Source: an optimization exercise on an open RTL-to-GDS flow (aim: small area). Production flows keep margins and buffers that such runs may drop. The RTL was checked by simulation tests, not by an equivalence proof against the original design. The clock port is modelled as an ideal driver; clocking choices that lean on that would not hold on a real chip. Power and IR drop assume default switching activity.

Setup of alpha:
## reaction_game_top
module reaction_game_top(
    input        CLK100MHZ,
    input        RST,
    input        BTNC,
    input        BTNL,
    input        BTNR,
    output [6:0] SEG,
    output [7:0] AN,
    output       DP,
    output       LED15
    );
For scale: roughly 0.0037 mm2 of cells after synthesis.
==> flow/config.mk <==
export PLATFORM = sky130hd
export DESIGN_NAME = reaction_game_top
export DESIGN_NICKNAME = reaction_game_top
export VERILOG_FILES = /design/flow/design.v
export SDC_FILE = /design/flow/constraint.sdc
export NUM_CORES = 4
export LEC_CHECK = 0
export CAP_MARGIN = 20
export CORE_MARGIN = 2
export CORE_UTILIZATION = 40
export SLEW_MARGIN = 20
==> flow/constraint.sdc <==
create_clock -name core_clock -period 100.0 [get_ports {CLK100MHZ}]
set_input_delay 20.0000 -clock core_clock [delete_from_list [all_inputs] [get_ports {CLK100MHZ}]]
set_output_delay 20.0000 -clock core_clock [all_outputs]
set_load 0.01 [all_outputs]
standard.sh (not shown) runs the stock make flow with config.mk's settings and CLKGATE_MAP_FILE= SYNTH_SCRIPT=/design/flow/synth_recipe.tcl, a recipe that flattens the netlist after the stock synthesis.
==> flow/flow/run.sh <==
#!/bin/bash
# Own layout flow: the standard synthesis, then an area-oriented re-mapping
# of the combinational logic (registers kept as the standard synthesis made
# them, same instances and names), then the standard layout steps.
set -euo pipefail
W=$PWD
F=$W/flow
R=$W/orfs/results/$FLOW_PLATFORM/reaction_game_top/base
LIB=$FLOW_HOME/platforms/$FLOW_PLATFORM/lib/sky130_fd_sc_hd__tt_025C_1v80.lib

# 1. standard synthesis
bash standard.sh synth > $W/log_1_synth.txt 2>&1

# 2. re-map the combinational logic for area
cp $R/1_2_yosys.v $W/std_1_2_yosys.v
sed -e "s#@LIB@#$LIB#g" -e "s#@IN@#$W/std_1_2_yosys.v#g" -e "s#@OUT@#$W/remap_1_2_yosys.v#g" \
    -e "s#@ABC@#$F/area.abc#g" $F/remap.ys > $W/remap.ys
yosys -s $W/remap.ys > $W/log_2_remap.txt 2>&1
cp $W/remap_1_2_yosys.v $R/1_2_yosys.v
rm -f $R/1_synth.odb $R/1_synth.sdc

# 3. standard layout from the re-mapped netlist
export BUFFER_PORTS_ARGS="-buffer_cell sky130_fd_sc_hd__buf_1"
# clock tree: the leaf buffers are placed by flow/pre_cts.tcl; CTS then only
# sees the clock net (one sink) and leaves it as it is
export PRE_CTS_TCL=$F/pre_cts.tcl
export CLK_GROUPS=6
export CTS_ARGS="-clk_nets CLK100MHZ -repair_clock_nets -dont_use_dummy_load -buf_list sky130_fd_sc_hd__clkbuf_8"
bash standard.sh finish > $W/log_3_layout.txt 2>&1
==> flow/flow/pre_cts.tcl <==
# Manual leaf level of the clock tree: split the registers into NG groups by
# location and drive each group from its own clock buffer, fed by the clock
# net; clock_tree_synthesis then builds the tree above these buffers.
set ng [expr {[info exists ::env(CLK_GROUPS)] ? $::env(CLK_GROUPS) : 5}]
set bufm [expr {[info exists ::env(CLK_LEAF_BUF)] ? $::env(CLK_LEAF_BUF) : "sky130_fd_sc_hd__clkbuf_8"}]
set block [ord::get_db_block]
set clknet [$block findNet CLK100MHZ]
set sinks {}
foreach it [$clknet getITerms] {
  set inst [$it getInst]
  lappend sinks [list $it [lindex [$inst getLocation] 0] [lindex [$inst getLocation] 1]]
}
set n [llength $sinks]
puts "manual clock leaves: $n sinks into $ng groups"
# groups: columns by x, then rows by y within each column
set ncol [expr {$ng >= 4 ? 2 : 1}]
set byx [lsort -integer -index 1 $sinks]
set groups {}
set done 0; set gdone 0
for {set c 0} {$c < $ncol} {incr c} {
  set gc [expr {(($c + 1) * $ng) / $ncol - ($c * $ng) / $ncol}]
  set cnt [expr {(($gdone + $gc) * $n) / $ng - $done}]
  set col [lsort -integer -index 2 [lrange $byx $done [expr {$done + $cnt - 1}]]]
  for {set r 0} {$r < $gc} {incr r} {
    set lo [expr {($r * $cnt) / $gc}]
    set hi [expr {(($r + 1) * $cnt) / $gc - 1}]
    lappend groups [lrange $col $lo $hi]
  }
  incr done $cnt; incr gdone $gc
}
set master [[ord::get_db] findMaster $bufm]
# root buffer between the clock port and the leaf buffers
set rootm [[ord::get_db] findMaster [expr {[info exists ::env(CLK_ROOT_BUF)] ? $::env(CLK_ROOT_BUF) : "sky130_fd_sc_hd__clkbuf_4"}]]
set root [odb::dbInst_create $block $rootm "clkroot"]
set rootnet [odb::dbNet_create $block "clkroot_net"]
$rootnet setSigType CLOCK
[$root findITerm A] connect $clknet
[$root findITerm X] connect $rootnet
set rx 0; set ry 0
foreach s $sinks { set rx [expr {$rx + [lindex $s 1]}]; set ry [expr {$ry + [lindex $s 2]}] }
$root setLocation [expr {$rx / $n}] [expr {$ry / $n}]
$root setPlacementStatus PLACED
for {set g 0} {$g < $ng} {incr g} {
  set grp [lindex $groups $g]
  set sx 0; set sy 0
  foreach s $grp { set sx [expr {$sx + [lindex $s 1]}]; set sy [expr {$sy + [lindex $s 2]}] }
  set cx [expr {$sx / [llength $grp]}]; set cy [expr {$sy / [llength $grp]}]
  set inst [odb::dbInst_create $block $master "clkleaf_$g"]
  set net [odb::dbNet_create $block "clkleaf_net_$g"]
  $net setSigType CLOCK
  foreach s $grp {
    set it [lindex $s 0]
    $it disconnect
    $it connect $net
  }
  [$inst findITerm A] connect $rootnet
  [$inst findITerm X] connect $net
  $inst setLocation $cx $cy
  $inst setPlacementStatus PLACED
}
Other scripts of this flow, unchanged in this note and not shown: flow/flow/area.abc, flow/flow/remap.ys
Input changes introduced in beta (baseline for comparison: alpha):
Settings: PLACE_DENSITY newly set to 0.75; CORE_UTILIZATION changed from 40 to 60.
diff --git a/flow/flow/run.sh b/flow/flow/run.sh
--- a/flow/flow/run.sh
+++ b/flow/flow/run.sh
@@ -26,3 +26,3 @@
 export PRE_CTS_TCL=$F/pre_cts.tcl
-export CLK_GROUPS=6
+export CLK_GROUPS=5
 export CTS_ARGS="-clk_nets CLK100MHZ -repair_clock_nets -dont_use_dummy_load -buf_list sky130_fd_sc_hd__clkbuf_8"
==> comparison <==
Total power of beta is lower than that of alpha.
beta vs. alpha: sum of routed wire length over all layers went down by about 6%.
Max clock-net power across beta and alpha: alpha
Looking at power per standard cell area, beta sits below alpha.
Inputs modified between beta and gamma:
Settings: clearing PLACE_DENSITY, which used to be 0.75; swapping 60 for 40 in CORE_UTILIZATION.
gamma vs. beta: clock period minus final worst setup slack went up by 0.032 ns. gamma vs beta on wire length of the first global-routing pass: gamma is the higher one. Between gamma and beta, the hold slack does not differ in any meaningful way. Looking at worst-case setup slack after placement, gamma sits 0.034 ns below beta. Going from beta to gamma, transition at the pin with the smallest max-transition slack shrinks by 0.0077 ns. The utilization reported for gamma is smaller than that of beta by 23 points. Re detailed-routed wire length on met2: beta was lower than gamma. Wire: gamma routes more than beta.

========
Starting RTL as in the previous note.
Settings: LEC_CHECK=0, CAP_MARGIN=20, CORE_MARGIN=2, CORE_UTILIZATION=40, GPL_TIMING_DRIVEN=0, SLEW_MARGIN=20; clock period 100.0 ns.
==> flow/flow/run.sh <==
#!/bin/bash
# Own layout flow:
#  1. the standard synthesis (registers exactly as it makes them);
#  2. an area-oriented re-mapping of the combinational logic only (register
#     cells keep their instances, names and types): ABC deepsyn with a few
#     fixed random seeds, run side by side, keeping the smallest netlist;
#  3. the standard layout steps on that netlist, with the smallest buffer
#     on the ports and a two-level clock tree built by flow/pre_cts.tcl.
set -euo pipefail
W=$PWD
F=$W/flow
R=$W/orfs/results/$FLOW_PLATFORM/reaction_game_top/base
LIB=$FLOW_HOME/platforms/$FLOW_PLATFORM/lib/sky130_fd_sc_hd__tt_025C_1v80.lib

# 1. standard synthesis
bash standard.sh synth > $W/log_1_synth.txt 2>&1

# 2. re-map the combinational logic for area
cp $R/1_2_yosys.v $W/std_1_2_yosys.v
best=""
for S in 1 2 3 4 5 6; do
    sed -e "s#@SEED@#$S#g" $F/area.abc > $W/area_$S.abc
    sed -e "s#@LIB@#$LIB#g" -e "s#@IN@#$W/std_1_2_yosys.v#g" -e "s#@OUT@#$W/remap_$S.v#g" \
        -e "s#@ABC@#$W/area_$S.abc#g" $F/remap.ys > $W/remap_$S.ys
    yosys -s $W/remap_$S.ys > $W/log_2_remap_$S.txt 2>&1 &
done
wait
best_area=""
for S in 1 2 3 4 5 6; do
    a=$(awk '/Chip area for module/ {print $NF}' $W/remap_$S.v.stat 2>/dev/null || true)
    [[ -n "$a" ]] || continue
    if [[ -z "$best_area" ]] || awk -v a="$a" -v b="$best_area" 'BEGIN {exit !(a < b)}'; then
        best_area=$a; best=$S
    fi
done
echo "re-mapped netlists: best seed $best, area $best_area" > $W/log_2_remap.txt
cp $W/remap_$best.v $R/1_2_yosys.v
rm -f $R/1_synth.odb $R/1_synth.sdc

# 3. standard layout from the re-mapped netlist
export BUFFER_PORTS_ARGS="-buffer_cell sky130_fd_sc_hd__buf_1"
# clock tree: flow/pre_cts.tcl places a root buffer and CLK_GROUPS leaf
# buffers; CTS then only sees the clock net (one sink) and leaves it as it is
export PRE_CTS_TCL=$F/pre_cts.tcl
export CLK_GROUPS=6
export CTS_ARGS="-clk_nets CLK100MHZ -repair_clock_nets -dont_use_dummy_load -buf_list sky130_fd_sc_hd__clkbuf_8"
bash standard.sh finish > $W/log_3_layout.txt 2>&1
==> flow/flow/area.abc <==
&get -n
&st
&deepsyn -S @SEED@ -J 150 -T 300
&put
dch
map -a
mfs
&get -n
&st
&dch -f
&nf -R 1000 -C 32 -F 10 -A 10
&put
Other scripts of this flow, unchanged in this note and not shown: flow/flow/pre_cts.tcl, flow/flow/remap.ys
The starting point finished clean.
==> next run, changes <==
==> flow/flow/area.abc (replaced) <==
&get -n
&st
&deepsyn -S @SEED@ -J 150 -T 300
&put
dch
map -a
mfs
&get -n
&st
&dch
&nf -R 1000
&put
Result:
- sequential share of layout area goes down by 0.36 points
- area after synthesis is higher slightly
- sequential power stays flat
- wire length rises slightly
- worst setup slack improves by 0.32 ns
- hold slack hardly moves
- flip-flop and latch count does not change
- die area went up slightly
- power climbs slightly
- design area increases slightly
==> next run, changes <==
GPL_TIMING_DRIVEN = default   (was 0)
=> Routed wire length rises by 2.6%. Design area is about the same. Clock skew hardly moves. Setup slack is better by 0.0055 ns. Synthesized cell count does not change. Power hardly moves. Die area is unchanged.

[what the ideal ports hide]
The flow's constraints put no driver on any port. The routed layouts listed below were extracted and timed again, unchanged, in two steps. Step 1 (the two cells are an assumption about what drives the block):
set clk [get_ports {CLK100MHZ}]
set_driving_cell -lib_cell sky130_fd_sc_hd__clkbuf_16 $clk
set_driving_cell -lib_cell sky130_fd_sc_hd__buf_2 [delete_from_list [all_inputs] $clk]
Step 2 times the ports against the registers' clock, not the clock port: input delays grow and output delays shrink by t, the midpoint of the rising clock arrivals with the driver on. Slacks: no drivers / after step 1 / after step 2; pairs: no drivers / after step 1.
run	t (ns)	setup slack, ns	worst setup path at the end
alpha	0.458	76.681 / 76.653 / 77.110	register to output
beta	0.432	76.730 / 76.703 / 77.135	register to output
gamma	0.441	76.698 / 76.669 / 77.110	register to output
the first run of note 2	0.446	76.762 / 76.732 / 77.178	register to output
the second run of note 2	0.459	77.086 / 77.058 / 77.517	register to output
the third run of note 2	0.465	77.091 / 77.060 / 77.525	register to output
After both steps every run listed still meets setup and hold.
